Background: an optimization exercise with open tools, aiming at small area and a short achievable clock period. Do not read the settings as production practice. Function not checked in this run: the RTL went through the layout flow alone. No activity file was given, so power comes from the tool's default toggle rates.

<file path="design.v">
module multiplier #(parameter N = 32) (
    input logic CLK, EN_mult, EN_blockRead, rst_n,
    input logic [15:0] mult_input0,
    input logic [15:0] mult_input1,
    input logic [N - 1:0] readMem_val,
    output logic RDY_mult, EN_readMem, EN_writeMem, VALID_memVal,
    output logic [N - 1:0] writeMem_val, memVal_data,
    output logic [5:0] writeMem_addr, readMem_addr
    );
    logic st_init, st_w, st_wf, st_f, st_r;
    logic [2:0] pipe_en;
    logic [5:0] wa, ra;
    logic vld;
    logic wr;          
    logic nxt_w;
    assign nxt_w = st_init | (st_w & ~(wr & (&wa))) | (st_r & (&ra));
    always_ff @(posedge CLK) begin
        if (!rst_n) begin
            st_init <= 1'b1; st_w <= 1'b0; st_wf <= 1'b0; st_f <= 1'b0; st_r <= 1'b0;
            pipe_en <= 3'b0;
            wr <= 1'b0;
            wa <= 6'd0;
            ra <= 6'd0;
            vld <= 1'b0;
        end else begin
            pipe_en <= {pipe_en[1:0], EN_mult};
            wr <= pipe_en[2] & nxt_w;
            st_init <= 1'b0;
            st_w  <= nxt_w;
            st_wf <= wr & (&wa);
            st_f  <= st_wf | (st_f & ~EN_blockRead);
            st_r  <= (st_f & EN_blockRead) | (st_r & ~(&ra));
            if (wr) wa <= wa + 6'd1;
            if (st_r) ra <= ra + 6'd1;
            vld <= st_r;
        end
    end
    assign RDY_mult = st_w;
    assign EN_writeMem = wr;
    assign EN_readMem = st_r;
    assign VALID_memVal = vld;
    assign writeMem_addr = wa;
    assign readMem_addr = ra;
    assign memVal_data = readMem_val;
    logic bo1;
    logic bt2;
    logic bn3;
    logic pp4;
    logic pp5;
    logic pp6;
    logic pp7;
    logic pp8;
    logic pp9;
    logic pp10;
    logic pp11;
    logic pp12;
    logic pp13;
    logic pp14;
    logic pp15;
    logic pp16;
    logic pp17;
    logic pp18;
    logic pp19;
    logic pp20;
    logic bs21;
    logic bo22;
    logic bt23;
    logic bn24;
    logic pp25;
    logic pp26;
    logic pp27;
    logic pp28;
    logic pp29;
    logic pp30;
    logic pp31;
    logic pp32;
    logic pp33;
    logic pp34;
    logic pp35;
    logic pp36;
    logic pp37;
    logic pp38;
    logic pp39;
    logic pp40;
    logic pp41;
    logic bs42;
    logic bo43;
    logic bt44;
    logic bn45;
    logic pp46;
    logic pp47;
    logic pp48;
    logic pp49;
    logic pp50;
    logic pp51;
    logic pp52;
    logic pp53;
    logic pp54;
    logic pp55;
    logic pp56;
    logic pp57;
    logic pp58;
    logic pp59;
    logic pp60;
    logic pp61;
    logic pp62;
    logic bs63;
    logic bo64;
    logic bt65;
    logic bn66;
    logic pp67;
    logic pp68;
    logic pp69;
    logic pp70;
    logic pp71;
    logic pp72;
    logic pp73;
    logic pp74;
    logic pp75;
    logic pp76;
    logic pp77;
    logic pp78;
    logic pp79;
    logic pp80;
    logic pp81;
    logic pp82;
    logic pp83;
    logic bs84;
    logic bo85;
    logic bt86;
    logic bn87;
    logic pp88;
    logic pp89;
    logic pp90;
    logic pp91;
    logic pp92;
    logic pp93;
    logic pp94;
    logic pp95;
    logic pp96;
    logic pp97;
    logic pp98;
    logic pp99;
    logic pp100;
    logic pp101;
    logic pp102;
    logic pp103;
    logic pp104;
    logic bs105;
    logic bo106;
    logic bt107;
    logic bn108;
    logic pp109;
    logic pp110;
    logic pp111;
    logic pp112;
    logic pp113;
    logic pp114;
    logic pp115;
    logic pp116;
    logic pp117;
    logic pp118;
    logic pp119;
    logic pp120;
    logic pp121;
    logic pp122;
    logic pp123;
    logic pp124;
    logic pp125;
    logic bs126;
    logic bo127;
    logic bt128;
    logic bn129;
    logic pp130;
    logic pp131;
    logic pp132;
    logic pp133;
    logic pp134;
    logic pp135;
    logic pp136;
    logic pp137;
    logic pp138;
    logic pp139;
    logic pp140;
    logic pp141;
    logic pp142;
    logic pp143;
    logic pp144;
    logic pp145;
    logic pp146;
    logic bs147;
    logic bo148;
    logic bt149;
    logic bn150;
    logic pp151;
    logic pp152;
    logic pp153;
    logic pp154;
    logic pp155;
    logic pp156;
    logic pp157;
    logic pp158;
    logic pp159;
    logic pp160;
    logic pp161;
    logic pp162;
    logic pp163;
    logic pp164;
    logic pp165;
    logic pp166;
    logic pp167;
    logic bs168;
    logic pp169;
    logic pp170;
    logic pp171;
    logic pp172;
    logic pp173;
    logic pp174;
    logic pp175;
    logic pp176;
    logic pp177;
    logic pp178;
    logic pp179;
    logic pp180;
    logic pp181;
    logic pp182;
    logic pp183;
    logic pp184;
    logic fs185;
    logic fc186;
    logic fs187;
    logic fc188;
    logic fs189;
    logic fc190;
    logic fs191;
    logic fc192;
    logic fs193;
    logic fc194;
    logic fs195;
    logic fc196;
    logic fs197;
    logic fc198;
    logic fs199;
    logic fc200;
    logic fs201;
    logic fc202;
    logic fs203;
    logic fc204;
    logic fs205;
    logic fc206;
    logic fs207;
    logic fc208;
    logic fs209;
    logic fc210;
    logic fs211;
    logic fc212;
    logic fs213;
    logic fc214;
    logic fs215;
    logic fc216;
    logic fs217;
    logic fc218;
    logic fs219;
    logic fc220;
    logic fs221;
    logic fc222;
    logic fs223;
    logic fc224;
    logic fs225;
    logic fc226;
    logic hs227;
    logic hc228;
    logic fs229;
    logic fc230;
    logic fs231;
    logic fc232;
    logic fs233;
    logic fc234;
    logic fs235;
    logic fc236;
    logic fs237;
    logic fc238;
    logic fs239;
    logic fc240;
    logic fs241;
    logic fc242;
    logic fs243;
    logic fc244;
    logic fs245;
    logic fc246;
    logic fs247;
    logic fc248;
    logic fs249;
    logic fc250;
    logic fs251;
    logic fc252;
    logic fs253;
    logic fc254;
    logic fs255;
    logic fc256;
    logic hs257;
    logic hc258;
    logic fs259;
    logic fc260;
    logic fs261;
    logic fc262;
    logic fs263;
    logic fc264;
    logic fs265;
    logic fc266;
    logic fs267;
    logic fc268;
    logic fs269;
    logic fc270;
    logic fs271;
    logic fc272;
    logic fs273;
    logic fc274;
    logic fs275;
    logic fc276;
    logic fs277;
    logic fc278;
    logic fs279;
    logic fc280;
    logic fs281;
    logic fc282;
    logic fs283;
    logic fc284;
    logic fs285;
    logic fc286;
    logic s0_287;
    logic s0_288;
    logic s0_289;
    logic s0_290;
    logic s0_291;
    logic s0_292;
    logic s0_293;
    logic s0_294;
    logic s0_295;
    logic s0_296;
    logic s0_297;
    logic s0_298;
    logic s0_299;
    logic s0_300;
    logic s0_301;
    logic s0_302;
    logic s0_303;
    logic s0_304;
    logic s0_305;
    logic s0_306;
    logic s0_307;
    logic s0_308;
    logic s0_309;
    logic s0_310;
    logic s0_311;
    logic s0_312;
    logic s0_313;
    logic s0_314;
    logic s0_315;
    logic s0_316;
    logic s0_317;
    logic s0_318;
    logic s0_319;
    logic s0_320;
    logic s0_321;
    logic s0_322;
    logic s0_323;
    logic s0_324;
    logic s0_325;
    logic s0_326;
    logic s0_327;
    logic s0_328;
    logic s0_329;
    logic s0_330;
    logic s0_331;
    logic s0_332;
    logic s0_333;
    logic s0_334;
    logic s0_335;
    logic s0_336;
    logic s0_337;
    logic s0_338;
    logic s0_339;
    logic s0_340;
    logic s0_341;
    logic s0_342;
    logic s0_343;
    logic s0_344;
    logic s0_345;
    logic s0_346;
    logic s0_347;
    logic s0_348;
    logic s0_349;
    logic s0_350;
    logic s0_351;
    logic s0_352;
    logic s0_353;
    logic s0_354;
    logic s0_355;
    logic s0_356;
    logic s0_357;
    logic s0_358;
    logic s0_359;
    logic s0_360;
    logic s0_361;
    logic s0_362;
    logic s0_363;
    logic s0_364;
    logic s0_365;
    logic s0_366;
    logic s0_367;
    logic s0_368;
    logic s0_369;
    logic s0_370;
    logic s0_371;
    logic s0_372;
    logic s0_373;
    logic s0_374;
    logic s0_375;
    logic s0_376;
    logic s0_377;
    logic s0_378;
    logic s0_379;
    logic s0_380;
    logic s0_381;
    logic s0_382;
    logic s0_383;
    logic s0_384;
    logic s0_385;
    logic s0_386;
    logic s0_387;
    logic s0_388;
    logic s0_389;
    logic s0_390;
    logic s0_391;
    logic s0_392;
    logic s0_393;
    logic s0_394;
    logic s0_395;
    logic s0_396;
    logic s0_397;
    logic s0_398;
    logic s0_399;
    logic s0_400;
    logic s0_401;
    logic s0_402;
    logic s0_403;
    logic s0_404;
    logic s0_405;
    logic s0_406;
    logic s0_407;
    logic s0_408;
    logic s0_409;
    logic s0_410;
    logic s0_411;
    logic s0_412;
    logic s0_413;
    logic fs414;
    logic fc415;
    logic fs416;
    logic fc417;
    logic fs418;
    logic fc419;
    logic fs420;
    logic fc421;
    logic fs422;
    logic fc423;
    logic fs424;
    logic fc425;
    logic fs426;
    logic fc427;
    logic fs428;
    logic fc429;
    logic fs430;
    logic fc431;
    logic fs432;
    logic fc433;
    logic hs434;
    logic hc435;
    logic fs436;
    logic fc437;
    logic hs438;
    logic hc439;
    logic fs440;
    logic fc441;
    logic fs442;
    logic fc443;
    logic fs444;
    logic fc445;
    logic fs446;
    logic fc447;
    logic fs448;
    logic fc449;
    logic fs450;
    logic fc451;
    logic fs452;
    logic fc453;
    logic fs454;
    logic fc455;
    logic fs456;
    logic fc457;
    logic fs458;
    logic fc459;
    logic fs460;
    logic fc461;
    logic fs462;
    logic fc463;
    logic fs464;
    logic fc465;
    logic fs466;
    logic fc467;
    logic fs468;
    logic fc469;
    logic hs470;
    logic hc471;
    logic fs472;
    logic fc473;
    logic fs474;
    logic fc475;
    logic fs476;
    logic fc477;
    logic fs478;
    logic fc479;
    logic fs480;
    logic fc481;
    logic fs482;
    logic fc483;
    logic fs484;
    logic fc485;
    logic fs486;
    logic fc487;
    logic fs488;
    logic fc489;
    logic fs490;
    logic fc491;
    logic fs492;
    logic fc493;
    logic fs494;
    logic fc495;
    logic fs496;
    logic fc497;
    logic fs498;
    logic fc499;
    logic fs500;
    logic fc501;
    logic fs502;
    logic fc503;
    logic fs504;
    logic fc505;
    logic fs506;
    logic fc507;
    logic fs508;
    logic fc509;
    logic fs510;
    logic fc511;
    logic fs512;
    logic fc513;
    logic fs514;
    logic fc515;
    logic fs516;
    logic fc517;
    logic fs518;
    logic fc519;
    logic fs520;
    logic fc521;
    logic fs522;
    logic fc523;
    logic fs524;
    logic fc525;
    logic fs526;
    logic fc527;
    logic hs528;
    logic hc529;
    logic hs530;
    logic hc531;
    logic hs532;
    logic hc533;
    logic hs534;
    logic hc535;
    logic hs536;
    logic hc537;
    logic hs538;
    logic hc539;
    logic hs540;
    logic hc541;
    logic fs542;
    logic fc543;
    logic fs544;
    logic fc545;
    logic fs546;
    logic fc547;
    logic fs548;
    logic fc549;
    logic fs550;
    logic fc551;
    logic fs552;
    logic fc553;
    logic fs554;
    logic fc555;
    logic fs556;
    logic fc557;
    logic fs558;
    logic fc559;
    logic fs560;
    logic fc561;
    logic fs562;
    logic fc563;
    logic hs564;
    logic hc565;
    logic fs566;
    logic fc567;
    logic hs568;
    logic hc569;
    logic fs570;
    logic fc571;
    logic hs572;
    logic hc573;
    logic fs574;
    logic fc575;
    logic s1_576;
    logic s1_577;
    logic s1_578;
    logic s1_579;
    logic s1_580;
    logic s1_581;
    logic s1_582;
    logic s1_583;
    logic s1_584;
    logic s1_585;
    logic s1_586;
    logic s1_587;
    logic s1_588;
    logic s1_589;
    logic s1_590;
    logic s1_591;
    logic s1_592;
    logic s1_593;
    logic s1_594;
    logic s1_595;
    logic s1_596;
    logic s1_597;
    logic s1_598;
    logic s1_599;
    logic s1_600;
    logic s1_601;
    logic s1_602;
    logic s1_603;
    logic s1_604;
    logic s1_605;
    logic s1_606;
    logic s1_607;
    logic s1_608;
    logic s1_609;
    logic s1_610;
    logic s1_611;
    logic s1_612;
    logic s1_613;
    logic s1_614;
    logic s1_615;
    logic s1_616;
    logic s1_617;
    logic s1_618;
    logic s1_619;
    logic s1_620;
    logic s1_621;
    logic s1_622;
    logic s1_623;
    logic s1_624;
    logic s1_625;
    logic s1_626;
    logic s1_627;
    logic s1_628;
    logic s1_629;
    logic s1_630;
    logic s1_631;
    logic s1_632;
    logic s1_633;
    logic s2_637;
    logic s2_638;
    logic s2_639;
    logic s2_640;
    logic s2_641;
    logic s2_642;
    logic s2_643;
    logic s2_644;
    logic s2_645;
    logic s2_646;
    logic s2_647;
    logic s2_648;
    logic s2_649;
    logic s2_650;
    logic s2_651;
    logic s2_652;
    logic s2_653;
    logic s2_654;
    logic s2_655;
    logic s2_656;
    logic s2_657;
    logic s2_658;
    logic s2_659;
    logic s2_660;
    logic s2_661;
    logic s2_662;
    logic s2_663;
    logic s2_664;
    logic s2_665;
    logic s2_666;
    logic s2_667;
    logic s2_668;
    logic s3_669;
    logic s3_670;
    logic s3_671;
    logic s3_672;
    logic s3_673;
    logic s3_674;
    logic s3_675;
    logic s3_676;
    logic s3_677;
    logic s3_678;
    logic s3_679;
    logic s3_680;
    logic s3_681;
    logic s3_682;
    logic s3_683;
    logic s3_684;
    logic s3_685;
    logic s3_686;
    logic s3_687;
    logic s3_688;
    logic s3_689;
    logic s3_690;
    logic s3_691;
    logic s3_692;
    logic s3_693;
    logic s3_694;
    logic s3_695;
    logic s3_696;
    logic s3_697;
    logic s3_698;
    logic s3_699;
    logic s3_700;
    logic [31:0] ra634;
    logic [31:0] rb635;
    logic [31:0] pr636;
    assign bo1 = mult_input1[0] ^ 1'b0;
    assign bt2 = (mult_input1[1] & ~mult_input1[0] & ~1'b0) | (~mult_input1[1] & mult_input1[0] & 1'b0);
    assign bn3 = mult_input1[1];
    assign pp4 = ((bo1 & mult_input0[0]) | (bt2 & 1'b0)) ^ bn3;
    assign pp5 = ((bo1 & mult_input0[1]) | (bt2 & mult_input0[0])) ^ bn3;
    assign pp6 = ((bo1 & mult_input0[2]) | (bt2 & mult_input0[1])) ^ bn3;
    assign pp7 = ((bo1 & mult_input0[3]) | (bt2 & mult_input0[2])) ^ bn3;
    assign pp8 = ((bo1 & mult_input0[4]) | (bt2 & mult_input0[3])) ^ bn3;
    assign pp9 = ((bo1 & mult_input0[5]) | (bt2 & mult_input0[4])) ^ bn3;
    assign pp10 = ((bo1 & mult_input0[6]) | (bt2 & mult_input0[5])) ^ bn3;
    assign pp11 = ((bo1 & mult_input0[7]) | (bt2 & mult_input0[6])) ^ bn3;
    assign pp12 = ((bo1 & mult_input0[8]) | (bt2 & mult_input0[7])) ^ bn3;
    assign pp13 = ((bo1 & mult_input0[9]) | (bt2 & mult_input0[8])) ^ bn3;
    assign pp14 = ((bo1 & mult_input0[10]) | (bt2 & mult_input0[9])) ^ bn3;
    assign pp15 = ((bo1 & mult_input0[11]) | (bt2 & mult_input0[10])) ^ bn3;
    assign pp16 = ((bo1 & mult_input0[12]) | (bt2 & mult_input0[11])) ^ bn3;
    assign pp17 = ((bo1 & mult_input0[13]) | (bt2 & mult_input0[12])) ^ bn3;
    assign pp18 = ((bo1 & mult_input0[14]) | (bt2 & mult_input0[13])) ^ bn3;
    assign pp19 = ((bo1 & mult_input0[15]) | (bt2 & mult_input0[14])) ^ bn3;
    assign pp20 = ((bo1 & 1'b0) | (bt2 & mult_input0[15])) ^ bn3;
    assign bs21 = ~bn3;
    assign bo22 = mult_input1[2] ^ mult_input1[1];
    assign bt23 = (mult_input1[3] & ~mult_input1[2] & ~mult_input1[1]) | (~mult_input1[3] & mult_input1[2] & mult_input1[1]);
    assign bn24 = mult_input1[3];
    assign pp25 = ((bo22 & mult_input0[0]) | (bt23 & 1'b0)) ^ bn24;
    assign pp26 = ((bo22 & mult_input0[1]) | (bt23 & mult_input0[0])) ^ bn24;
    assign pp27 = ((bo22 & mult_input0[2]) | (bt23 & mult_input0[1])) ^ bn24;
    assign pp28 = ((bo22 & mult_input0[3]) | (bt23 & mult_input0[2])) ^ bn24;
    assign pp29 = ((bo22 & mult_input0[4]) | (bt23 & mult_input0[3])) ^ bn24;
    assign pp30 = ((bo22 & mult_input0[5]) | (bt23 & mult_input0[4])) ^ bn24;
    assign pp31 = ((bo22 & mult_input0[6]) | (bt23 & mult_input0[5])) ^ bn24;
    assign pp32 = ((bo22 & mult_input0[7]) | (bt23 & mult_input0[6])) ^ bn24;
    assign pp33 = ((bo22 & mult_input0[8]) | (bt23 & mult_input0[7])) ^ bn24;
    assign pp34 = ((bo22 & mult_input0[9]) | (bt23 & mult_input0[8])) ^ bn24;
    assign pp35 = ((bo22 & mult_input0[10]) | (bt23 & mult_input0[9])) ^ bn24;
    assign pp36 = ((bo22 & mult_input0[11]) | (bt23 & mult_input0[10])) ^ bn24;
    assign pp37 = ((bo22 & mult_input0[12]) | (bt23 & mult_input0[11])) ^ bn24;
    assign pp38 = ((bo22 & mult_input0[13]) | (bt23 & mult_input0[12])) ^ bn24;
    assign pp39 = ((bo22 & mult_input0[14]) | (bt23 & mult_input0[13])) ^ bn24;
    assign pp40 = ((bo22 & mult_input0[15]) | (bt23 & mult_input0[14])) ^ bn24;
    assign pp41 = ((bo22 & 1'b0) | (bt23 & mult_input0[15])) ^ bn24;
    assign bs42 = ~bn24;
    assign bo43 = mult_input1[4] ^ mult_input1[3];
    assign bt44 = (mult_input1[5] & ~mult_input1[4] & ~mult_input1[3]) | (~mult_input1[5] & mult_input1[4] & mult_input1[3]);
    assign bn45 = mult_input1[5];
    assign pp46 = ((bo43 & mult_input0[0]) | (bt44 & 1'b0)) ^ bn45;
    assign pp47 = ((bo43 & mult_input0[1]) | (bt44 & mult_input0[0])) ^ bn45;
    assign pp48 = ((bo43 & mult_input0[2]) | (bt44 & mult_input0[1])) ^ bn45;
    assign pp49 = ((bo43 & mult_input0[3]) | (bt44 & mult_input0[2])) ^ bn45;
    assign pp50 = ((bo43 & mult_input0[4]) | (bt44 & mult_input0[3])) ^ bn45;
    assign pp51 = ((bo43 & mult_input0[5]) | (bt44 & mult_input0[4])) ^ bn45;
    assign pp52 = ((bo43 & mult_input0[6]) | (bt44 & mult_input0[5])) ^ bn45;
    assign pp53 = ((bo43 & mult_input0[7]) | (bt44 & mult_input0[6])) ^ bn45;
    assign pp54 = ((bo43 & mult_input0[8]) | (bt44 & mult_input0[7])) ^ bn45;
    assign pp55 = ((bo43 & mult_input0[9]) | (bt44 & mult_input0[8])) ^ bn45;
    assign pp56 = ((bo43 & mult_input0[10]) | (bt44 & mult_input0[9])) ^ bn45;
    assign pp57 = ((bo43 & mult_input0[11]) | (bt44 & mult_input0[10])) ^ bn45;
    assign pp58 = ((bo43 & mult_input0[12]) | (bt44 & mult_input0[11])) ^ bn45;
    assign pp59 = ((bo43 & mult_input0[13]) | (bt44 & mult_input0[12])) ^ bn45;
    assign pp60 = ((bo43 & mult_input0[14]) | (bt44 & mult_input0[13])) ^ bn45;
    assign pp61 = ((bo43 & mult_input0[15]) | (bt44 & mult_input0[14])) ^ bn45;
    assign pp62 = ((bo43 & 1'b0) | (bt44 & mult_input0[15])) ^ bn45;
    assign bs63 = ~bn45;
    assign bo64 = mult_input1[6] ^ mult_input1[5];
    assign bt65 = (mult_input1[7] & ~mult_input1[6] & ~mult_input1[5]) | (~mult_input1[7] & mult_input1[6] & mult_input1[5]);
    assign bn66 = mult_input1[7];
    assign pp67 = ((bo64 & mult_input0[0]) | (bt65 & 1'b0)) ^ bn66;
    assign pp68 = ((bo64 & mult_input0[1]) | (bt65 & mult_input0[0])) ^ bn66;
    assign pp69 = ((bo64 & mult_input0[2]) | (bt65 & mult_input0[1])) ^ bn66;
    assign pp70 = ((bo64 & mult_input0[3]) | (bt65 & mult_input0[2])) ^ bn66;
    assign pp71 = ((bo64 & mult_input0[4]) | (bt65 & mult_input0[3])) ^ bn66;
    assign pp72 = ((bo64 & mult_input0[5]) | (bt65 & mult_input0[4])) ^ bn66;
    assign pp73 = ((bo64 & mult_input0[6]) | (bt65 & mult_input0[5])) ^ bn66;
    assign pp74 = ((bo64 & mult_input0[7]) | (bt65 & mult_input0[6])) ^ bn66;
    assign pp75 = ((bo64 & mult_input0[8]) | (bt65 & mult_input0[7])) ^ bn66;
    assign pp76 = ((bo64 & mult_input0[9]) | (bt65 & mult_input0[8])) ^ bn66;
    assign pp77 = ((bo64 & mult_input0[10]) | (bt65 & mult_input0[9])) ^ bn66;
    assign pp78 = ((bo64 & mult_input0[11]) | (bt65 & mult_input0[10])) ^ bn66;
    assign pp79 = ((bo64 & mult_input0[12]) | (bt65 & mult_input0[11])) ^ bn66;
    assign pp80 = ((bo64 & mult_input0[13]) | (bt65 & mult_input0[12])) ^ bn66;
    assign pp81 = ((bo64 & mult_input0[14]) | (bt65 & mult_input0[13])) ^ bn66;
    assign pp82 = ((bo64 & mult_input0[15]) | (bt65 & mult_input0[14])) ^ bn66;
    assign pp83 = ((bo64 & 1'b0) | (bt65 & mult_input0[15])) ^ bn66;
    assign bs84 = ~bn66;
    assign bo85 = mult_input1[8] ^ mult_input1[7];
    assign bt86 = (mult_input1[9] & ~mult_input1[8] & ~mult_input1[7]) | (~mult_input1[9] & mult_input1[8] & mult_input1[7]);
    assign bn87 = mult_input1[9];
    assign pp88 = ((bo85 & mult_input0[0]) | (bt86 & 1'b0)) ^ bn87;
    assign pp89 = ((bo85 & mult_input0[1]) | (bt86 & mult_input0[0])) ^ bn87;
    assign pp90 = ((bo85 & mult_input0[2]) | (bt86 & mult_input0[1])) ^ bn87;
    assign pp91 = ((bo85 & mult_input0[3]) | (bt86 & mult_input0[2])) ^ bn87;
    assign pp92 = ((bo85 & mult_input0[4]) | (bt86 & mult_input0[3])) ^ bn87;
    assign pp93 = ((bo85 & mult_input0[5]) | (bt86 & mult_input0[4])) ^ bn87;
    assign pp94 = ((bo85 & mult_input0[6]) | (bt86 & mult_input0[5])) ^ bn87;
    assign pp95 = ((bo85 & mult_input0[7]) | (bt86 & mult_input0[6])) ^ bn87;
    assign pp96 = ((bo85 & mult_input0[8]) | (bt86 & mult_input0[7])) ^ bn87;
    assign pp97 = ((bo85 & mult_input0[9]) | (bt86 & mult_input0[8])) ^ bn87;
    assign pp98 = ((bo85 & mult_input0[10]) | (bt86 & mult_input0[9])) ^ bn87;
    assign pp99 = ((bo85 & mult_input0[11]) | (bt86 & mult_input0[10])) ^ bn87;
    assign pp100 = ((bo85 & mult_input0[12]) | (bt86 & mult_input0[11])) ^ bn87;
    assign pp101 = ((bo85 & mult_input0[13]) | (bt86 & mult_input0[12])) ^ bn87;
    assign pp102 = ((bo85 & mult_input0[14]) | (bt86 & mult_input0[13])) ^ bn87;
    assign pp103 = ((bo85 & mult_input0[15]) | (bt86 & mult_input0[14])) ^ bn87;
    assign pp104 = ((bo85 & 1'b0) | (bt86 & mult_input0[15])) ^ bn87;
    assign bs105 = ~bn87;
    assign bo106 = mult_input1[10] ^ mult_input1[9];
    assign bt107 = (mult_input1[11] & ~mult_input1[10] & ~mult_input1[9]) | (~mult_input1[11] & mult_input1[10] & mult_input1[9]);
    assign bn108 = mult_input1[11];
    assign pp109 = ((bo106 & mult_input0[0]) | (bt107 & 1'b0)) ^ bn108;
    assign pp110 = ((bo106 & mult_input0[1]) | (bt107 & mult_input0[0])) ^ bn108;
    assign pp111 = ((bo106 & mult_input0[2]) | (bt107 & mult_input0[1])) ^ bn108;
    assign pp112 = ((bo106 & mult_input0[3]) | (bt107 & mult_input0[2])) ^ bn108;
    assign pp113 = ((bo106 & mult_input0[4]) | (bt107 & mult_input0[3])) ^ bn108;
    assign pp114 = ((bo106 & mult_input0[5]) | (bt107 & mult_input0[4])) ^ bn108;
    assign pp115 = ((bo106 & mult_input0[6]) | (bt107 & mult_input0[5])) ^ bn108;
    assign pp116 = ((bo106 & mult_input0[7]) | (bt107 & mult_input0[6])) ^ bn108;
    assign pp117 = ((bo106 & mult_input0[8]) | (bt107 & mult_input0[7])) ^ bn108;
    assign pp118 = ((bo106 & mult_input0[9]) | (bt107 & mult_input0[8])) ^ bn108;
    assign pp119 = ((bo106 & mult_input0[10]) | (bt107 & mult_input0[9])) ^ bn108;
    assign pp120 = ((bo106 & mult_input0[11]) | (bt107 & mult_input0[10])) ^ bn108;
    assign pp121 = ((bo106 & mult_input0[12]) | (bt107 & mult_input0[11])) ^ bn108;
    assign pp122 = ((bo106 & mult_input0[13]) | (bt107 & mult_input0[12])) ^ bn108;
    assign pp123 = ((bo106 & mult_input0[14]) | (bt107 & mult_input0[13])) ^ bn108;
    assign pp124 = ((bo106 & mult_input0[15]) | (bt107 & mult_input0[14])) ^ bn108;
    assign pp125 = ((bo106 & 1'b0) | (bt107 & mult_input0[15])) ^ bn108;
    assign bs126 = ~bn108;
    assign bo127 = mult_input1[12] ^ mult_input1[11];
    assign bt128 = (mult_input1[13] & ~mult_input1[12] & ~mult_input1[11]) | (~mult_input1[13] & mult_input1[12] & mult_input1[11]);
    assign bn129 = mult_input1[13];
    assign pp130 = ((bo127 & mult_input0[0]) | (bt128 & 1'b0)) ^ bn129;
    assign pp131 = ((bo127 & mult_input0[1]) | (bt128 & mult_input0[0])) ^ bn129;
    assign pp132 = ((bo127 & mult_input0[2]) | (bt128 & mult_input0[1])) ^ bn129;
    assign pp133 = ((bo127 & mult_input0[3]) | (bt128 & mult_input0[2])) ^ bn129;
    assign pp134 = ((bo127 & mult_input0[4]) | (bt128 & mult_input0[3])) ^ bn129;
    assign pp135 = ((bo127 & mult_input0[5]) | (bt128 & mult_input0[4])) ^ bn129;
    assign pp136 = ((bo127 & mult_input0[6]) | (bt128 & mult_input0[5])) ^ bn129;
    assign pp137 = ((bo127 & mult_input0[7]) | (bt128 & mult_input0[6])) ^ bn129;
    assign pp138 = ((bo127 & mult_input0[8]) | (bt128 & mult_input0[7])) ^ bn129;
    assign pp139 = ((bo127 & mult_input0[9]) | (bt128 & mult_input0[8])) ^ bn129;
    assign pp140 = ((bo127 & mult_input0[10]) | (bt128 & mult_input0[9])) ^ bn129;
    assign pp141 = ((bo127 & mult_input0[11]) | (bt128 & mult_input0[10])) ^ bn129;
    assign pp142 = ((bo127 & mult_input0[12]) | (bt128 & mult_input0[11])) ^ bn129;
    assign pp143 = ((bo127 & mult_input0[13]) | (bt128 & mult_input0[12])) ^ bn129;
    assign pp144 = ((bo127 & mult_input0[14]) | (bt128 & mult_input0[13])) ^ bn129;
    assign pp145 = ((bo127 & mult_input0[15]) | (bt128 & mult_input0[14])) ^ bn129;
    assign pp146 = ((bo127 & 1'b0) | (bt128 & mult_input0[15])) ^ bn129;
    assign bs147 = ~bn129;
    assign bo148 = mult_input1[14] ^ mult_input1[13];
    assign bt149 = (mult_input1[15] & ~mult_input1[14] & ~mult_input1[13]) | (~mult_input1[15] & mult_input1[14] & mult_input1[13]);
    assign bn150 = mult_input1[15];
    assign pp151 = ((bo148 & mult_input0[0]) | (bt149 & 1'b0)) ^ bn150;
    assign pp152 = ((bo148 & mult_input0[1]) | (bt149 & mult_input0[0])) ^ bn150;
    assign pp153 = ((bo148 & mult_input0[2]) | (bt149 & mult_input0[1])) ^ bn150;
    assign pp154 = ((bo148 & mult_input0[3]) | (bt149 & mult_input0[2])) ^ bn150;
    assign pp155 = ((bo148 & mult_input0[4]) | (bt149 & mult_input0[3])) ^ bn150;
    assign pp156 = ((bo148 & mult_input0[5]) | (bt149 & mult_input0[4])) ^ bn150;
    assign pp157 = ((bo148 & mult_input0[6]) | (bt149 & mult_input0[5])) ^ bn150;
    assign pp158 = ((bo148 & mult_input0[7]) | (bt149 & mult_input0[6])) ^ bn150;
    assign pp159 = ((bo148 & mult_input0[8]) | (bt149 & mult_input0[7])) ^ bn150;
    assign pp160 = ((bo148 & mult_input0[9]) | (bt149 & mult_input0[8])) ^ bn150;
    assign pp161 = ((bo148 & mult_input0[10]) | (bt149 & mult_input0[9])) ^ bn150;
    assign pp162 = ((bo148 & mult_input0[11]) | (bt149 & mult_input0[10])) ^ bn150;
    assign pp163 = ((bo148 & mult_input0[12]) | (bt149 & mult_input0[11])) ^ bn150;
    assign pp164 = ((bo148 & mult_input0[13]) | (bt149 & mult_input0[12])) ^ bn150;
    assign pp165 = ((bo148 & mult_input0[14]) | (bt149 & mult_input0[13])) ^ bn150;
    assign pp166 = ((bo148 & mult_input0[15]) | (bt149 & mult_input0[14])) ^ bn150;
    assign pp167 = ((bo148 & 1'b0) | (bt149 & mult_input0[15])) ^ bn150;
    assign bs168 = ~bn150;
    assign pp169 = mult_input0[0] & mult_input1[15];
    assign pp170 = mult_input0[1] & mult_input1[15];
    assign pp171 = mult_input0[2] & mult_input1[15];
    assign pp172 = mult_input0[3] & mult_input1[15];
    assign pp173 = mult_input0[4] & mult_input1[15];
    assign pp174 = mult_input0[5] & mult_input1[15];
    assign pp175 = mult_input0[6] & mult_input1[15];
    assign pp176 = mult_input0[7] & mult_input1[15];
    assign pp177 = mult_input0[8] & mult_input1[15];
    assign pp178 = mult_input0[9] & mult_input1[15];
    assign pp179 = mult_input0[10] & mult_input1[15];
    assign pp180 = mult_input0[11] & mult_input1[15];
    assign pp181 = mult_input0[12] & mult_input1[15];
    assign pp182 = mult_input0[13] & mult_input1[15];
    assign pp183 = mult_input0[14] & mult_input1[15];
    assign pp184 = mult_input0[15] & mult_input1[15];
    mul_fa u_fs185 (pp6, pp25, bn24, fs185, fc186);
    mul_fa u_fs187 (pp8, pp27, pp46, fs187, fc188);
    mul_fa u_fs189 (pp9, pp28, pp47, fs189, fc190);
    mul_fa u_fs191 (pp10, pp29, pp48, fs191, fc192);
    mul_fa u_fs193 (pp11, pp30, pp49, fs193, fc194);
    mul_fa u_fs195 (pp12, pp31, pp50, fs195, fc196);
    mul_fa u_fs197 (pp69, pp88, bn87, fs197, fc198);
    mul_fa u_fs199 (pp13, pp32, pp51, fs199, fc200);
    mul_fa u_fs201 (pp14, pp33, pp52, fs201, fc202);
    mul_fa u_fs203 (pp71, pp90, pp109, fs203, fc204);
    mul_fa u_fs205 (pp15, pp34, pp53, fs205, fc206);
    mul_fa u_fs207 (pp72, pp91, pp110, fs207, fc208);
    mul_fa u_fs209 (pp16, pp35, pp54, fs209, fc210);
    mul_fa u_fs211 (pp73, pp92, pp111, fs211, fc212);
    mul_fa u_fs213 (pp17, pp36, pp55, fs213, fc214);
    mul_fa u_fs215 (pp74, pp93, pp112, fs215, fc216);
    mul_fa u_fs217 (pp18, pp37, pp56, fs217, fc218);
    mul_fa u_fs219 (pp75, pp94, pp113, fs219, fc220);
    mul_fa u_fs221 (pp132, pp151, bn150, fs221, fc222);
    mul_fa u_fs223 (pp19, pp38, pp57, fs223, fc224);
    mul_fa u_fs225 (pp76, pp95, pp114, fs225, fc226);
    mul_ha u_hs227 (pp133, pp152, hs227, hc228);
    mul_fa u_fs229 (pp20, pp39, pp58, fs229, fc230);
    mul_fa u_fs231 (pp77, pp96, pp115, fs231, fc232);
    mul_fa u_fs233 (pp134, pp153, pp169, fs233, fc234);
    mul_fa u_fs235 (bn3, pp40, pp59, fs235, fc236);
    mul_fa u_fs237 (pp78, pp97, pp116, fs237, fc238);
    mul_fa u_fs239 (pp135, pp154, pp170, fs239, fc240);
    mul_fa u_fs241 (bn3, pp41, pp60, fs241, fc242);
    mul_fa u_fs243 (pp79, pp98, pp117, fs243, fc244);
    mul_fa u_fs245 (pp136, pp155, pp171, fs245, fc246);
    mul_fa u_fs247 (bs21, bs42, pp61, fs247, fc248);
    mul_fa u_fs249 (pp80, pp99, pp118, fs249, fc250);
    mul_fa u_fs251 (pp137, pp156, pp172, fs251, fc252);
    mul_fa u_fs253 (1'b1, pp62, pp81, fs253, fc254);
    mul_fa u_fs255 (pp100, pp119, pp138, fs255, fc256);
    mul_ha u_hs257 (pp157, pp173, hs257, hc258);
    mul_fa u_fs259 (bs63, pp82, pp101, fs259, fc260);
    mul_fa u_fs261 (pp120, pp139, pp158, fs261, fc262);
    mul_fa u_fs263 (1'b1, pp83, pp102, fs263, fc264);
    mul_fa u_fs265 (pp121, pp140, pp159, fs265, fc266);
    mul_fa u_fs267 (bs84, pp103, pp122, fs267, fc268);
    mul_fa u_fs269 (pp141, pp160, pp176, fs269, fc270);
    mul_fa u_fs271 (1'b1, pp104, pp123, fs271, fc272);
    mul_fa u_fs273 (pp142, pp161, pp177, fs273, fc274);
    mul_fa u_fs275 (bs105, pp124, pp143, fs275, fc276);
    mul_fa u_fs277 (1'b1, pp125, pp144, fs277, fc278);
    mul_fa u_fs279 (bs126, pp145, pp164, fs279, fc280);
    mul_fa u_fs281 (1'b1, pp146, pp165, fs281, fc282);
    mul_fa u_fs283 (bs147, pp166, pp182, fs283, fc284);
    mul_fa u_fs285 (1'b1, pp167, pp183, fs285, fc286);
    mul_fa u_fs414 (s0_291, s0_292, s0_293, fs414, fc415);
    mul_fa u_fs416 (s0_298, s0_299, s0_300, fs416, fc417);
    mul_fa u_fs418 (s0_302, s0_303, s0_304, fs418, fc419);
    mul_fa u_fs420 (s0_305, s0_306, s0_307, fs420, fc421);
    mul_fa u_fs422 (s0_308, s0_309, s0_310, fs422, fc423);
    mul_fa u_fs424 (s0_313, s0_314, s0_315, fs424, fc425);
    mul_fa u_fs426 (s0_317, s0_318, s0_319, fs426, fc427);
    mul_fa u_fs428 (s0_321, s0_322, s0_323, fs428, fc429);
    mul_fa u_fs430 (s0_324, s0_325, s0_326, fs430, fc431);
    mul_fa u_fs432 (s0_327, s0_328, s0_329, fs432, fc433);
    mul_ha u_hs434 (s0_330, s0_331, hs434, hc435);
    mul_fa u_fs436 (s0_332, s0_333, s0_334, fs436, fc437);
    mul_ha u_hs438 (s0_335, s0_336, hs438, hc439);
    mul_fa u_fs440 (s0_337, s0_338, s0_339, fs440, fc441);
    mul_fa u_fs442 (s0_340, s0_341, s0_342, fs442, fc443);
    mul_fa u_fs444 (s0_343, s0_344, s0_345, fs444, fc445);
    mul_fa u_fs446 (s0_346, s0_347, s0_348, fs446, fc447);
    mul_fa u_fs448 (s0_349, s0_350, s0_351, fs448, fc449);
    mul_fa u_fs450 (s0_352, s0_353, s0_354, fs450, fc451);
    mul_fa u_fs452 (s0_355, s0_356, s0_357, fs452, fc453);
    mul_fa u_fs454 (s0_358, s0_359, s0_360, fs454, fc455);
    mul_fa u_fs456 (s0_361, s0_362, s0_363, fs456, fc457);
    mul_fa u_fs458 (s0_364, s0_365, s0_366, fs458, fc459);
    mul_fa u_fs460 (s0_367, s0_368, s0_369, fs460, fc461);
    mul_fa u_fs462 (s0_370, s0_371, s0_372, fs462, fc463);
    mul_fa u_fs464 (s0_373, s0_374, s0_375, fs464, fc465);
    mul_fa u_fs466 (s0_376, s0_377, s0_378, fs466, fc467);
    mul_fa u_fs468 (s0_379, s0_380, s0_381, fs468, fc469);
    mul_ha u_hs470 (s0_382, s0_383, hs470, hc471);
    mul_fa u_fs472 (s0_384, s0_385, s0_386, fs472, fc473);
    mul_fa u_fs474 (s0_388, s0_389, s0_390, fs474, fc475);
    mul_fa u_fs476 (s0_392, s0_393, s0_394, fs476, fc477);
    mul_fa u_fs478 (s0_397, s0_398, s0_399, fs478, fc479);
    mul_fa u_fs480 (s0_401, s0_402, s0_403, fs480, fc481);
    mul_fa u_fs482 (s0_404, s0_405, s0_406, fs482, fc483);
    mul_fa u_fs484 (s0_411, s0_412, s0_413, fs484, fc485);
    mul_fa u_fs486 (s0_294, s0_295, fc415, fs486, fc487);
    mul_fa u_fs488 (s0_311, s0_312, fc421, fs488, fc489);
    mul_fa u_fs490 (s0_316, fc423, fs424, fs490, fc491);
    mul_fa u_fs492 (s0_320, fc425, fs426, fs492, fc493);
    mul_fa u_fs494 (fc427, fs428, fs430, fs494, fc495);
    mul_fa u_fs496 (fc429, fc431, fs432, fs496, fc497);
    mul_fa u_fs498 (fc433, hc435, fs436, fs498, fc499);
    mul_fa u_fs500 (fc437, hc439, fs440, fs500, fc501);
    mul_fa u_fs502 (fc441, fc443, fs444, fs502, fc503);
    mul_fa u_fs504 (fc445, fc447, fs448, fs504, fc505);
    mul_fa u_fs506 (fc449, fc451, fs452, fs506, fc507);
    mul_fa u_fs508 (fc453, fc455, fs456, fs508, fc509);
    mul_fa u_fs510 (fc457, fc459, fs460, fs510, fc511);
    mul_fa u_fs512 (fc461, fc463, fs464, fs512, fc513);
    mul_fa u_fs514 (fc465, fc467, fs468, fs514, fc515);
    mul_fa u_fs516 (s0_387, fc469, hc471, fs516, fc517);
    mul_fa u_fs518 (s0_391, fc473, fs474, fs518, fc519);
    mul_fa u_fs520 (s0_395, s0_396, fc475, fs520, fc521);
    mul_fa u_fs522 (s0_400, fc477, fs478, fs522, fc523);
    mul_fa u_fs524 (s0_407, s0_408, fc483, fs524, fc525);
    mul_fa u_fs526 (s0_296, s0_297, fc487, fs526, fc527);
    mul_ha u_hs528 (s0_301, fs416, hs528, hc529);
    mul_ha u_hs530 (fc417, fs418, hs530, hc531);
    mul_ha u_hs532 (fc419, fs420, hs532, hc533);
    mul_ha u_hs534 (fs422, fs488, hs534, hc535);
    mul_ha u_hs536 (fc489, fs490, hs536, hc537);
    mul_ha u_hs538 (fc491, fs492, hs538, hc539);
    mul_ha u_hs540 (fc493, fs494, hs540, hc541);
    mul_fa u_fs542 (hs434, fc495, fs496, fs542, fc543);
    mul_fa u_fs544 (hs438, fc497, fs498, fs544, fc545);
    mul_fa u_fs546 (fs442, fc499, fs500, fs546, fc547);
    mul_fa u_fs548 (fs446, fc501, fs502, fs548, fc549);
    mul_fa u_fs550 (fs450, fc503, fs504, fs550, fc551);
    mul_fa u_fs552 (fs454, fc505, fs506, fs552, fc553);
    mul_fa u_fs554 (fs458, fc507, fs508, fs554, fc555);
    mul_fa u_fs556 (fs462, fc509, fs510, fs556, fc557);
    mul_fa u_fs558 (fs466, fc511, fs512, fs558, fc559);
    mul_fa u_fs560 (hs470, fc513, fs514, fs560, fc561);
    mul_fa u_fs562 (fs472, fc515, fs516, fs562, fc563);
    mul_ha u_hs564 (fc517, fs518, hs564, hc565);
    mul_fa u_fs566 (fs476, fc519, fs520, fs566, fc567);
    mul_ha u_hs568 (fc521, fs522, hs568, hc569);
    mul_fa u_fs570 (fc479, fs480, fc523, fs570, fc571);
    mul_ha u_hs572 (fc481, fs482, hs572, hc573);
    mul_fa u_fs574 (s0_409, s0_410, fc525, fs574, fc575);
    assign ra634 = {s1_632, s1_631, s1_629, s1_627, s1_625, s1_623, s1_621, s1_619, s1_617, s1_615, s1_613, s1_611, s1_609, s1_607, s1_605, s1_603, s1_601, s1_599, s1_597, s1_595, s1_593, s1_591, s1_589, s1_587, s1_585, s1_583, s1_582, s1_581, s1_580, s1_579, s1_578, s1_576};
    assign rb635 = {s1_633, 1'b0, s1_630, s1_628, s1_626, s1_624, s1_622, s1_620, s1_618, s1_616, s1_614, s1_612, s1_610, s1_608, s1_606, s1_604, s1_602, s1_600, s1_598, s1_596, s1_594, s1_592, s1_590, s1_588, s1_586, s1_584, 1'b0, 1'b0, 1'b0, 1'b0, 1'b0, s1_577};
    assign pr636 = ra634 + rb635;
    always_ff @(posedge CLK) begin
        s0_287 <= pp4;
        s0_288 <= bn3;
        s0_289 <= pp5;
        s0_290 <= fs185;
        s0_291 <= pp7;
        s0_292 <= pp26;
        s0_293 <= fc186;
        s0_294 <= bn45;
        s0_295 <= fs187;
        s0_296 <= fc188;
        s0_297 <= fs189;
        s0_298 <= pp67;
        s0_299 <= bn66;
        s0_300 <= fc190;
        s0_301 <= fs191;
        s0_302 <= pp68;
        s0_303 <= fc192;
        s0_304 <= fs193;
        s0_305 <= fc194;
        s0_306 <= fs195;
        s0_307 <= fs197;
        s0_308 <= pp70;
        s0_309 <= pp89;
        s0_310 <= fc196;
        s0_311 <= fc198;
        s0_312 <= fs199;
        s0_313 <= bn108;
        s0_314 <= fc200;
        s0_315 <= fs201;
        s0_316 <= fs203;
        s0_317 <= fc202;
        s0_318 <= fc204;
        s0_319 <= fs205;
        s0_320 <= fs207;
        s0_321 <= pp130;
        s0_322 <= bn129;
        s0_323 <= fc206;
        s0_324 <= fc208;
        s0_325 <= fs209;
        s0_326 <= fs211;
        s0_327 <= pp131;
        s0_328 <= fc210;
        s0_329 <= fc212;
        s0_330 <= fs213;
        s0_331 <= fs215;
        s0_332 <= fc214;
        s0_333 <= fc216;
        s0_334 <= fs217;
        s0_335 <= fs219;
        s0_336 <= fs221;
        s0_337 <= fc218;
        s0_338 <= fc220;
        s0_339 <= fc222;
        s0_340 <= fs223;
        s0_341 <= fs225;
        s0_342 <= hs227;
        s0_343 <= fc224;
        s0_344 <= fc226;
        s0_345 <= hc228;
        s0_346 <= fs229;
        s0_347 <= fs231;
        s0_348 <= fs233;
        s0_349 <= fc230;
        s0_350 <= fc232;
        s0_351 <= fc234;
        s0_352 <= fs235;
        s0_353 <= fs237;
        s0_354 <= fs239;
        s0_355 <= fc236;
        s0_356 <= fc238;
        s0_357 <= fc240;
        s0_358 <= fs241;
        s0_359 <= fs243;
        s0_360 <= fs245;
        s0_361 <= fc242;
        s0_362 <= fc244;
        s0_363 <= fc246;
        s0_364 <= fs247;
        s0_365 <= fs249;
        s0_366 <= fs251;
        s0_367 <= fc248;
        s0_368 <= fc250;
        s0_369 <= fc252;
        s0_370 <= fs253;
        s0_371 <= fs255;
        s0_372 <= hs257;
        s0_373 <= pp174;
        s0_374 <= fc254;
        s0_375 <= fc256;
        s0_376 <= hc258;
        s0_377 <= fs259;
        s0_378 <= fs261;
        s0_379 <= pp175;
        s0_380 <= fc260;
        s0_381 <= fc262;
        s0_382 <= fs263;
        s0_383 <= fs265;
        s0_384 <= fc264;
        s0_385 <= fc266;
        s0_386 <= fs267;
        s0_387 <= fs269;
        s0_388 <= fc268;
        s0_389 <= fc270;
        s0_390 <= fs271;
        s0_391 <= fs273;
        s0_392 <= pp162;
        s0_393 <= pp178;
        s0_394 <= fc272;
        s0_395 <= fc274;
        s0_396 <= fs275;
        s0_397 <= pp163;
        s0_398 <= pp179;
        s0_399 <= fc276;
        s0_400 <= fs277;
        s0_401 <= pp180;
        s0_402 <= fc278;
        s0_403 <= fs279;
        s0_404 <= pp181;
        s0_405 <= fc280;
        s0_406 <= fs281;
        s0_407 <= fc282;
        s0_408 <= fs283;
        s0_409 <= fc284;
        s0_410 <= fs285;
        s0_411 <= bs168;
        s0_412 <= pp184;
        s0_413 <= fc286;
        s1_576 <= s0_287;
        s1_577 <= s0_288;
        s1_578 <= s0_289;
        s1_579 <= s0_290;
        s1_580 <= fs414;
        s1_581 <= fs486;
        s1_582 <= fs526;
        s1_583 <= fc527;
        s1_584 <= hs528;
        s1_585 <= hc529;
        s1_586 <= hs530;
        s1_587 <= hc531;
        s1_588 <= hs532;
        s1_589 <= hc533;
        s1_590 <= hs534;
        s1_591 <= hc535;
        s1_592 <= hs536;
        s1_593 <= hc537;
        s1_594 <= hs538;
        s1_595 <= hc539;
        s1_596 <= hs540;
        s1_597 <= hc541;
        s1_598 <= fs542;
        s1_599 <= fc543;
        s1_600 <= fs544;
        s1_601 <= fc545;
        s1_602 <= fs546;
        s1_603 <= fc547;
        s1_604 <= fs548;
        s1_605 <= fc549;
        s1_606 <= fs550;
        s1_607 <= fc551;
        s1_608 <= fs552;
        s1_609 <= fc553;
        s1_610 <= fs554;
        s1_611 <= fc555;
        s1_612 <= fs556;
        s1_613 <= fc557;
        s1_614 <= fs558;
        s1_615 <= fc559;
        s1_616 <= fs560;
        s1_617 <= fc561;
        s1_618 <= fs562;
        s1_619 <= fc563;
        s1_620 <= hs564;
        s1_621 <= hc565;
        s1_622 <= fs566;
        s1_623 <= fc567;
        s1_624 <= hs568;
        s1_625 <= hc569;
        s1_626 <= fs570;
        s1_627 <= fc571;
        s1_628 <= hs572;
        s1_629 <= fs524;
        s1_630 <= hc573;
        s1_631 <= fs574;
        s1_632 <= fs484;
        s1_633 <= fc575;
        s2_637 <= pr636[0];
        s2_638 <= pr636[1];
        s2_639 <= pr636[2];
        s2_640 <= pr636[3];
        s2_641 <= pr636[4];
        s2_642 <= pr636[5];
        s2_643 <= pr636[6];
        s2_644 <= pr636[7];
        s2_645 <= pr636[8];
        s2_646 <= pr636[9];
        s2_647 <= pr636[10];
        s2_648 <= pr636[11];
        s2_649 <= pr636[12];
        s2_650 <= pr636[13];
        s2_651 <= pr636[14];
        s2_652 <= pr636[15];
        s2_653 <= pr636[16];
        s2_654 <= pr636[17];
        s2_655 <= pr636[18];
        s2_656 <= pr636[19];
        s2_657 <= pr636[20];
        s2_658 <= pr636[21];
        s2_659 <= pr636[22];
        s2_660 <= pr636[23];
        s2_661 <= pr636[24];
        s2_662 <= pr636[25];
        s2_663 <= pr636[26];
        s2_664 <= pr636[27];
        s2_665 <= pr636[28];
        s2_666 <= pr636[29];
        s2_667 <= pr636[30];
        s2_668 <= pr636[31];
        s3_669 <= s2_637;
        s3_670 <= s2_638;
        s3_671 <= s2_639;
        s3_672 <= s2_640;
        s3_673 <= s2_641;
        s3_674 <= s2_642;
        s3_675 <= s2_643;
        s3_676 <= s2_644;
        s3_677 <= s2_645;
        s3_678 <= s2_646;
        s3_679 <= s2_647;
        s3_680 <= s2_648;
        s3_681 <= s2_649;
        s3_682 <= s2_650;
        s3_683 <= s2_651;
        s3_684 <= s2_652;
        s3_685 <= s2_653;
        s3_686 <= s2_654;
        s3_687 <= s2_655;
        s3_688 <= s2_656;
        s3_689 <= s2_657;
        s3_690 <= s2_658;
        s3_691 <= s2_659;
        s3_692 <= s2_660;
        s3_693 <= s2_661;
        s3_694 <= s2_662;
        s3_695 <= s2_663;
        s3_696 <= s2_664;
        s3_697 <= s2_665;
        s3_698 <= s2_666;
        s3_699 <= s2_667;
        s3_700 <= s2_668;
    end
    assign writeMem_val = {s3_700, s3_699, s3_698, s3_697, s3_696, s3_695, s3_694, s3_693, s3_692, s3_691, s3_690, s3_689, s3_688, s3_687, s3_686, s3_685, s3_684, s3_683, s3_682, s3_681, s3_680, s3_679, s3_678, s3_677, s3_676, s3_675, s3_674, s3_673, s3_672, s3_671, s3_670, s3_669};
endmodule
module mul_fa (input logic a, b, c, output logic s, co);
    assign s = a ^ b ^ c;
    assign co = (a & b) | (a & c) | (b & c);
endmodule
module mul_ha (input logic a, b, output logic s, co);
    assign s = a ^ b;
    assign co = a & b;
endmodule
</file>
<file path="run.sh">
#!/bin/bash
# synth_recipe.tcl (not shown) runs the flow's synth.tcl, then flattens the netlist and writes it again
# the make line also repeats each setting of config.mk as NAME=value (left out here)
make -C /OpenROAD-flow-scripts/flow DESIGN_CONFIG=/design/flow/config.mk WORK_HOME=/design/flow/orfs CLKGATE_MAP_FILE= SYNTH_SCRIPT=/design/flow/synth_recipe.tcl finish
</file>
<file path="config.mk">
export PLATFORM = sky130hd
export DESIGN_NAME = multiplier
export DESIGN_NICKNAME = multiplier
export VERILOG_FILES = /design/flow/design.v
export SDC_FILE = /design/flow/constraint.sdc
export NUM_CORES = 4
export LEC_CHECK = 0
export CAP_MARGIN = 20
export CORE_MARGIN = 2
export CORE_UTILIZATION = 65
export SETUP_SLACK_MARGIN = 1.5
export SLEW_MARGIN = 20
export SYNTH_HIERARCHICAL = 1
export SYNTH_MINIMUM_KEEP_SIZE = 0
</file>
<file path="constraint.sdc">
create_clock -name core_clock -period 3.6 [get_ports {CLK}]
set_input_delay 0.7200 -clock core_clock [delete_from_list [all_inputs] [get_ports {CLK}]]
set_output_delay 0.7200 -clock core_clock [all_outputs]
set_load 0.01 [all_outputs]
</file>
==> run notes <==
modules after synthesis, one instance, submodules excluded:
module      cell area (µm²)  cells  times used  flops+latches
mul_ha                 12.5      1          15              0
mul_fa                 20.0      1         117              0
multiplier            13700   1653           1            271
cell families after synthesis:
| kind of cell | count (synthesis) | synth area share (%) |
|---|---|---|
| other cells | 1 | 0.0231 |
| flops | 271 | 33.4 |
| xor+xnor | 54 | 2.91 |
| compound gates | 528 | 19.7 |
| fa+ha+maj | 265 | 24.2 |
| buf+inv | 270 | 7.76 |
| mux | 2 | 0.123 |
| simple gates | 394 | 11.8 |
layer usage:
| metal | routed length [µm] | up-vias | track usage [%] |
|---|---|---|---|
| li1 | - | 6127 | - |
| met1 | 18200 | 6294 | 45.0 |
| met2 | 20000 | 763 | 46.9 |
| met3 | 5000 | 144 | 4.93 |
| met4 | 1630 | 0 | 8.73 |
| met5 | 0 | - | 0 |
how the worst min path moves through the flow:
stage / start / slack, ps / to
floorplan: s0_287 / 310 / s1_576
global placement: s2_638 / 310 / s3_670
detailed placement: s2_644 / 310 / s3_676
CTS: s2_644 / 330 / s3_676
global route: s2_638 / 330 / s3_670
finish: s2_644 / 330 / s3_676
worst reg2reg max path: stages (launching register included):
cell	delay, ps
dfxtp_1	310
ha_1	380
a21o_1	250
o211a_1	260
a31oi_4	250
nor3_4	80
o41ai_2	320
xnor2_1	160
cells in the final DEF (no fill, tap or decap), drive strengths merged, types with 4 or more instances in the layout:
cell type,netlist,routed
a21o,16,16
nand2,154,154
nand3,21,21
fa,117,117
nor2,50,50
clkbuf,143,47
xor2,23,23
o22ai,105,105
nor3,20,20
nand4,11,11
and3,5,5
dlymetal6s2s,0,29
a221oi,7,7
clkdlybuf4s50,0,12
dlygate4sd2,0,31
maj3,105,105
conb,1,6
and2,21,21
clkinvlp,0,6
nor2b,105,105
o31ai,93,93
inv,15,15
a21oi,242,242
bufbuf,0,4
o21ai,30,30
xnor2,31,31
dfxtp,271,271
a31oi,14,14
buf,104,85
clkinv,8,15
ha,43,43
repair_timing:
action                     CTS  global route
pin swaps                   16            19
setup buffers               31             4
gates resized for setup    117           104
setup endpoints to repair  126           100
cloned                       4            11
power by group through the flow:
stage | logic, mW | registers, mW | clock network [mW]
3_5_place_dp | 5.03 | 4.51 | 0
2_1_floorplan | 3.94 | 4.37 | 0
4_1_cts | 5.25 | 4.46 | 2.68
5_1_grt | 6.20 | 4.56 | 2.81
3_3_place_gp | 4.87 | 4.48 | 0
6_report | 5.58 | 4.48 | 2.64
area by class of cell:
| cell class | instances | area [µm²] | area share, % |
|---|---|---|---|
| Multi-Input combinational cell | 1249 | 10000 | 52.6 |
| Sequential cell | 271 | 5440 | 28.5 |
| Timing Repair Buffer | 176 | 2230 | 11.7 |
| Clock buffer | 34 | 722 | 3.78 |
| Tap cell | 324 | 405 | 2.12 |
| Inverter | 23 | 133 | 0.695 |
| Clock inverter | 14 | 123 | 0.642 |
==> key figures <==
Worst setup path
  • CP endpoint: s0_335
  • Crit Path Max Fanout: 16
  • Max incr delay on CP: 670 ps
  • Worst path depth: 6
  • Crit path kind: in -> reg
  • Worst r2r src: s1_589
  • Slowest library cell on the worst path: fa_1
  • Worst r2r dst: s2_665
  • WP buf/inv: 2
  • Top Family by Delay on Critical Path: adder cells
  • R2r setup slk: 1550 ps
  • CP Data Arrival Time: 2510 ps
  • CP Cell Sequence: dlygate4sd2_1 -> buf_12 -> maj3_1 -> o22ai_1 -> a21oi_2 -> fa_1
  • Crit. Startpoint: mult_input0[8]
  • CP Data Required Time: 4020 ps
  • CP endpoint kind: flip-flop
  • CP Launch Type: input port
  • Worst R2R Path Depth: 7

Timing
  • Final slew viol count: 0
  • Final setup violating endpoints: 0
  • Hold_ws: 325 ps
  • Setup ws final: 1510 ps
  • Slew at the pin closest to its max-slew limit: 627 ps
  • Slew margin rel.: 58.2%
  • Tmin final: 2090 ps
  • Endpoints failing hold: 0
  • Final period utilization: 58.0%
  • Unrepaired setup endpoints after global routing: no
  • Max frequency: 479 MHz
  • Setup TNS: 0 ps
  • Worst Skew: 17.5 ps

Power and ir drop
  • Leakage: 7.60 nW
  • Seq pwr share: 35.2%
  • Switching pwr: 4.58 mW
  • Pint: 8.12 mW
  • Sw frac: 36.1%
  • Total power: 12.7 mW
  • Power per Cell Area: 665 nW/µm²
  • Gate power share: 43.9%
  • Clock power share: 20.8%
  • Worst vdd ir: 0.603 mV

Yosys
  • Synth Area per Inst: 9.10 µm²
  • Synthesized area: 16200 µm²
  • Yosys reg bits: 271
  • Yosys top cell by area: dfxtp_1
  • Unique masters post-synth: 54
  • Most used DFF post-synth: dfxtp_1
  • Most common cell in the synthesized netlist: dfxtp_1
  • Post-synth EDFFs: 0
  • Synth area leaders: dfxtp_1 (33%), fa_1 (14%), a21oi_1 (7.4%), maj3_1 (6.5%), o31ai_1 (4.3%)
  • Yosys warnings: 7
  • Synth top cells by count: dfxtp_1 (271), a21oi_1 (239), nand2_1 (154)
  • Synth Instances: 1785
  • Yosys top cell area share: 33.4%
  • Async set-reset flop share out of synthesis: 0%
  • Share of the yosys chip area belonging to registers: 33.4%

Clock tree
  • Root Driver: clkbuf_16
  • # H-tree levels: 1
  • Clk sinks: 271
  • Clock tree buffer depth: 3
  • Clock buffer count from CTS: 26
  • Clock-pin slew on the worst setup and hold paths: 60 ps
  • Worst skew pair latency: 530 ps
  • CTS tree: built
  • CTS Hold Bufs: 0

Detailed routing
  • Antenna-violating nets left: 0
  • Wire per inst: 21.5 µm
  • Via count: 13300
  • Drt pass-1 iters: 7
  • DR vias/cell: 6.37
  • Total Wirelength: 44.9 mm
  • 1st-iter DRT viols: 1463
  • DRC viols: 0

Final layout
  • Layout cell share with drive strength beyond 1: 18.0%
  • Fillers: 1633
  • Final Cell Area: 19100 µm²
  • Final Util: 78.1%
  • Nets: 1975
  • Antenna Cells: 0
  • Top Registers: ra (6), wa (6), pipe_en (3)
  • Non-Filler Instances: 2091
  • Area delta synth->final: 17.5%

Die
  • Starting Density: 66.4%
  • Core area: 24500 µm²
  • FP Rows: 57
  • Die area: 26300 µm²
  • Chip height: 162 µm
  • I/O pins: 148
  • Die W: 162 µm

Placement
  • DP Worst Slack: 576 ps
  • Placement Cell Area: 16900 µm²
  • Buffers on Ports: 83
  • Placer Congestion: 0.881
  • Placed cell count: 1993
  • DPL Wire Length: 26.2 mm

Run
  • Max-cap viol count: 0

Min path
  • Min-delay worst type: reg -> reg
  • Hold Path Cell Cnt: 0

Global routing
  • Gr ovfl total: 0
  • Vias in the first global route: 11600
  • GRT Util Overall: 30.6%
  • Largest net degree at the start of global routing: 96
  • Initial antenna violation count: 0
  • First-pass GRT wire length: 63.8 mm

Outcome
  • Status: complete, no violations

separate check: timing with driven ports:
The flow's constraints put no driver on any port. The routed layout listed below was extracted and timed again, unchanged, in two steps. Step 1 assumes that a clkbuf_16 drives the clock port and a buf_2 every other input. Step 2, shift: input delay + t, output delay - t, t = (earliest + latest rising clock arrival at the registers) / 2. This alone moves slack from input paths to output paths. Slacks: no drivers / after step 1 / after step 2; pairs: no drivers / after step 1.
shift t [ns]: 0.563
setup slack, ns: 1.510 / 1.493 / 0.971
worst setup path at the end: input to register
clock arrival spread, ns: 0.024 / 0.024
After both steps setup and hold are still met in this run. For this run, drivers alone change the setup slack by -0.017 ns; drivers and shift together by -0.539 ns.
